Context: an optimization exercise on an open-source flow, tuned for small area. The choices shown serve that exercise and are no tape-out recipe. Function was checked by simulation only, so behaviour that the tests miss may differ from the original. The flow treats the clock pin as an ideal source, which a real chip does not have. Power figures rest on the tool's default switching activity, not on a simulated workload.

Setup of job 101:
==> flow/design.v (excerpt) <==
module ofdm_tx_backend(
    input               clk             ,
    input               rst_n           ,
    input               Tx_Clr          ,
    input               Train_Start_En  ,
    input       [7:0]   Din_Re          ,
    input       [7:0]   Din_Im          ,
    input               Din_En          ,
    input       [5:0]   Din_Index       ,
    output reg  [7:0]   Dout_Re         ,
    output reg  [7:0]   Dout_Im         ,
    output reg          Dout_Vld
);
    wire [7:0]       Train_Im   ;
    wire [7:0]       Train_Re   ;
    wire             Train_Adv  ;
    wire [7:0]       Cp_Re      ;
    wire [7:0]       Cp_Im      ;
    wire             Cp_Vld     ;
    symbol_train  u_train (
        .clk                (clk            ),
        .rst_n              (rst_n          ),
        .Tx_Clr             (Tx_Clr         ),
        .Start_En           (Train_Start_En ),
  ...
For scale: ~1,400 cells after synthesis, roughly 44 I/O pins, about 24,000 um2 of cells after synthesis.
clock: 5.0 ns
lec_check: 0
cap_margin: 20
core_margin: 2
core_utilization: 40
gpl_timing_driven: 0
slew_margin: 20
standard.sh (not shown) runs the stock make flow with config.mk's settings and CLKGATE_MAP_FILE= SYNTH_SCRIPT=/design/flow/synth_recipe.tcl, a recipe that flattens the netlist after the stock synthesis.
==> flow/flow/run.sh <==
#!/bin/bash
# Own layout flow: the standard flow (standard.sh) with
#  - the standard synthesis script, except that ABC maps for area
#    (flow/abc_area.script) instead of delay; registers are untouched,
#  - clock tree synthesis without dummy loads,
#  - the smallest buffer on the input and output ports,
#  - after clock tree synthesis, clock buffers with light loads swapped for
#    smaller ones (flow/post_cts.tcl).
# Each tool's output goes to the ORFS logs under orfs/logs/; make's own
# output goes to flow_make.log here.
set -euo pipefail
W=$(pwd)

# synthesis script: synth_recipe.tcl with the ABC script replaced
{
  echo "proc abc {args} { set i [lsearch \$args -script]; lset args [expr {\$i+1}] $W/flow/abc_area.script; yosys abc {*}\$args }"
  cat "$W/synth_recipe.tcl"
} > "$W/flow_synth.tcl"
sed "s#$W/synth_recipe.tcl#$W/flow_synth.tcl#g" "$W/standard.sh" > "$W/flow_standard.sh"
grep -q flow_synth.tcl "$W/flow_standard.sh"

export CTS_ARGS="-sink_clustering_enable -repair_clock_nets -dont_use_dummy_load -sink_clustering_size 36 -sink_clustering_max_diameter 80"
export BUFFER_PORTS_ARGS="-buffer_cell sky130_fd_sc_hd__buf_1"
export POST_CTS_TCL="$W/flow/post_cts.tcl"

bash "$W/flow_standard.sh" > "$W/flow_make.log" 2>&1
==> flow/flow/abc_area.script <==
strash
&get -n
&deepsyn -T 20
&put
dch -f
map -a
amap
==> flow/flow/post_cts.tcl <==
estimate_parasitics -placement
set slew_limit 0.110
set sizes {sky130_fd_sc_hd__clkbuf_16 sky130_fd_sc_hd__clkbuf_8 sky130_fd_sc_hd__clkbuf_4}
proc load_slew { inst } {
  set worst 0.0
  foreach pin [get_pins -of_objects [get_nets -of_objects [get_pins $inst/X]]] {
    if { [get_property $pin direction] != "input" } { continue }
    foreach p {slew_max_rise slew_max_fall} {
      set s [get_property $pin $p]
      if { $s > $worst } { set worst $s }
    }
  }
  return $worst
}
set n_changed 0
foreach inst [get_cells -hierarchical clkbuf_*] {
  set master [get_property [get_property $inst liberty_cell] name]
  if { $master != "sky130_fd_sc_hd__clkbuf_16" } { continue }
  set name [get_property $inst full_name]
  set best $master
  foreach cell [lrange $sizes 1 end] {
    replace_cell $name $cell
    estimate_parasitics -placement
    set s [load_slew $name]
    if { $s <= $slew_limit } {
      set best $cell
    } else {
      break
    }
  }
  replace_cell $name $best
  if { $best != $master } {
    incr n_changed
    puts "post_cts: $name $master -> $best"
  }
}
estimate_parasitics -placement
puts "post_cts: resized $n_changed clock buffers"
> inputs changed (job 101 -> job 102)
==> flow/flow/abc_area.script <==
strash
&get -n
&deepsyn -T 20
&put
dch -f
amap
--- a/flow/flow/post_cts.tcl
+++ b/flow/flow/post_cts.tcl
@@ -1,3 +1,3 @@
 estimate_parasitics -placement
-set slew_limit 0.110
+set slew_limit 0.115
 set sizes {sky130_fd_sc_hd__clkbuf_16 sky130_fd_sc_hd__clkbuf_8 sky130_fd_sc_hd__clkbuf_4}
Findings:
On final area, job 102 and job 101 are neck and neck. Diff job 101 -> job 102: total power draw saw an increase; final standard cell utilization of the core closely matched the old numbers; HPWL after detailed placement saw an increase.
Here is what was changed in the inputs of job 103 compared with job 102.
--- a/flow/flow/run.sh
+++ b/flow/flow/run.sh
@@ -21,3 +21,3 @@
 
-export CTS_ARGS="-sink_clustering_enable -repair_clock_nets -dont_use_dummy_load -sink_clustering_size 36 -sink_clustering_max_diameter 80"
+export CTS_ARGS="-sink_clustering_enable -repair_clock_nets -dont_use_dummy_load -sink_clustering_size 36 -sink_clustering_max_diameter 90"
 export BUFFER_PORTS_ARGS="-buffer_cell sky130_fd_sc_hd__buf_1"
--- a/flow/flow/post_cts.tcl
+++ b/flow/flow/post_cts.tcl
@@ -1,3 +1,3 @@
 estimate_parasitics -placement
-set slew_limit 0.115
+set slew_limit 0.110
 set sizes {sky130_fd_sc_hd__clkbuf_16 sky130_fd_sc_hd__clkbuf_8 sky130_fd_sc_hd__clkbuf_4}
==> results.txt <==
- On fraction of met3 tracks used by global routing, job 102 tracks job 103 almost exactly.
- ~same number of vias in the routed layout in job 103 and job 102
- ~same number of fill cells in job 103 and job 102
- Diff job 103..job 102 | overall fraction of global-route tracks in use | negligible
- Going from job 102 to job 103, net count of the mapped netlist held; design area held.

Another version of the RTL of ofdm_tx_backend (not shown whole).
Size in the first run: about 44 I/O pins, about 0.024 sq mm of cells after synthesis.
clock: 5.0 ns
lec_check: 0
cap_margin: 20
core_margin: 2
core_utilization: 40
gpl_timing_driven: 0
slew_margin: 20
==> flow/flow/run.sh <==
#!/bin/bash
# Own layout flow: the standard flow (standard.sh) with
#  - the standard synthesis script, except that ABC maps for area
#    (flow/abc_area.script) instead of delay; registers are untouched,
#  - clock tree synthesis without dummy loads,
#  - the smallest buffer on the input and output ports.
# Each tool's output goes to the ORFS logs under orfs/logs/; make's own
# output goes to flow_make.log here.
set -euo pipefail
W=$(pwd)

# synthesis script: synth_recipe.tcl with the ABC script replaced
{
  echo "proc abc {args} { set i [lsearch \$args -script]; lset args [expr {\$i+1}] $W/flow/abc_area.script; yosys abc {*}\$args }"
  cat "$W/synth_recipe.tcl"
} > "$W/flow_synth.tcl"
sed "s#$W/synth_recipe.tcl#$W/flow_synth.tcl#g" "$W/standard.sh" > "$W/flow_standard.sh"
grep -q flow_synth.tcl "$W/flow_standard.sh"

export CTS_ARGS="-sink_clustering_enable -repair_clock_nets -dont_use_dummy_load -sink_clustering_size 40 -sink_clustering_max_diameter 50"
export BUFFER_PORTS_ARGS="-buffer_cell sky130_fd_sc_hd__buf_1"

bash "$W/flow_standard.sh" > "$W/flow_make.log" 2>&1
==> flow/flow/abc_area.script <==
strash
&get -n
&deepsyn -T 20
&put
dch -f
amap
The starting point went through all stages and came out clean.
Change:
--- a/flow/flow/run.sh
+++ b/flow/flow/run.sh
@@ -18,5 +18,5 @@
 grep -q flow_synth.tcl "$W/flow_standard.sh"
 
-export CTS_ARGS="-sink_clustering_enable -repair_clock_nets -dont_use_dummy_load -sink_clustering_size 40 -sink_clustering_max_diameter 50"
+export CTS_ARGS="-sink_clustering_enable -repair_clock_nets -dont_use_dummy_load -sink_clustering_size 36 -sink_clustering_max_diameter 60"
 export BUFFER_PORTS_ARGS="-buffer_cell sky130_fd_sc_hd__buf_1"
 
After rerunning: Hold slack loses 0.015 ns; global-route usage falls by 0.36 points; count of clock-buffer cells in the layout falls by 24; combinational power hardly moves; final area falls by 2.2%; final cell count falls by 1.0%.

==> what the ideal ports hide <==
The flow's constraints put no driver on any port. The routed layouts listed below were extracted and timed again, unchanged, in two steps.
Step 1: set_driving_cell puts a clkbuf_16 on clk and a buf_2 on each other input, an assumption about the parent block.
Step 2 adds t to the input delays and takes it off the output delays; t is the mean of the earliest and latest rising clock arrival at the registers after step 1. Input paths then give back, and output paths get back, about the clock's delay inside the block.
Slacks: ideal / step 1 / step 2; pairs: ideal / step 1.
| run | shift t [ns] | slack for setup (ns) | slew at the worst register clock pin (ns) | worst data-port slew with drivers (ns) | cell pins on the clock port's net |
|---|---|---|---|---|---|
| job 101 | 0.611 | 0.309 / 0.309 / 0.160 | 0.12 / 0.12 | 0.09 | 1 |
| job 102 | 0.608 | 0.275 / 0.275 / 0.182 | 0.12 / 0.12 | 0.07 | 1 |
| job 103 | 0.609 | 0.223 / 0.223 / 0.198 | 0.12 / 0.12 | 0.07 | 1 |
| the first run of note 2 | 0.625 | 0.248 / 0.248 / 0.248 | 0.11 / 0.11 | 0.05 | 1 |
| the second run of note 2 | 0.627 | 0.326 / 0.326 / 0.326 | 0.12 / 0.12 | 0.07 | 1 |
After both steps every run listed still meets setup and hold. For job 101, which loses most, drivers alone change the setup slack by 0.000 ns; drivers and shift together by -0.149 ns.
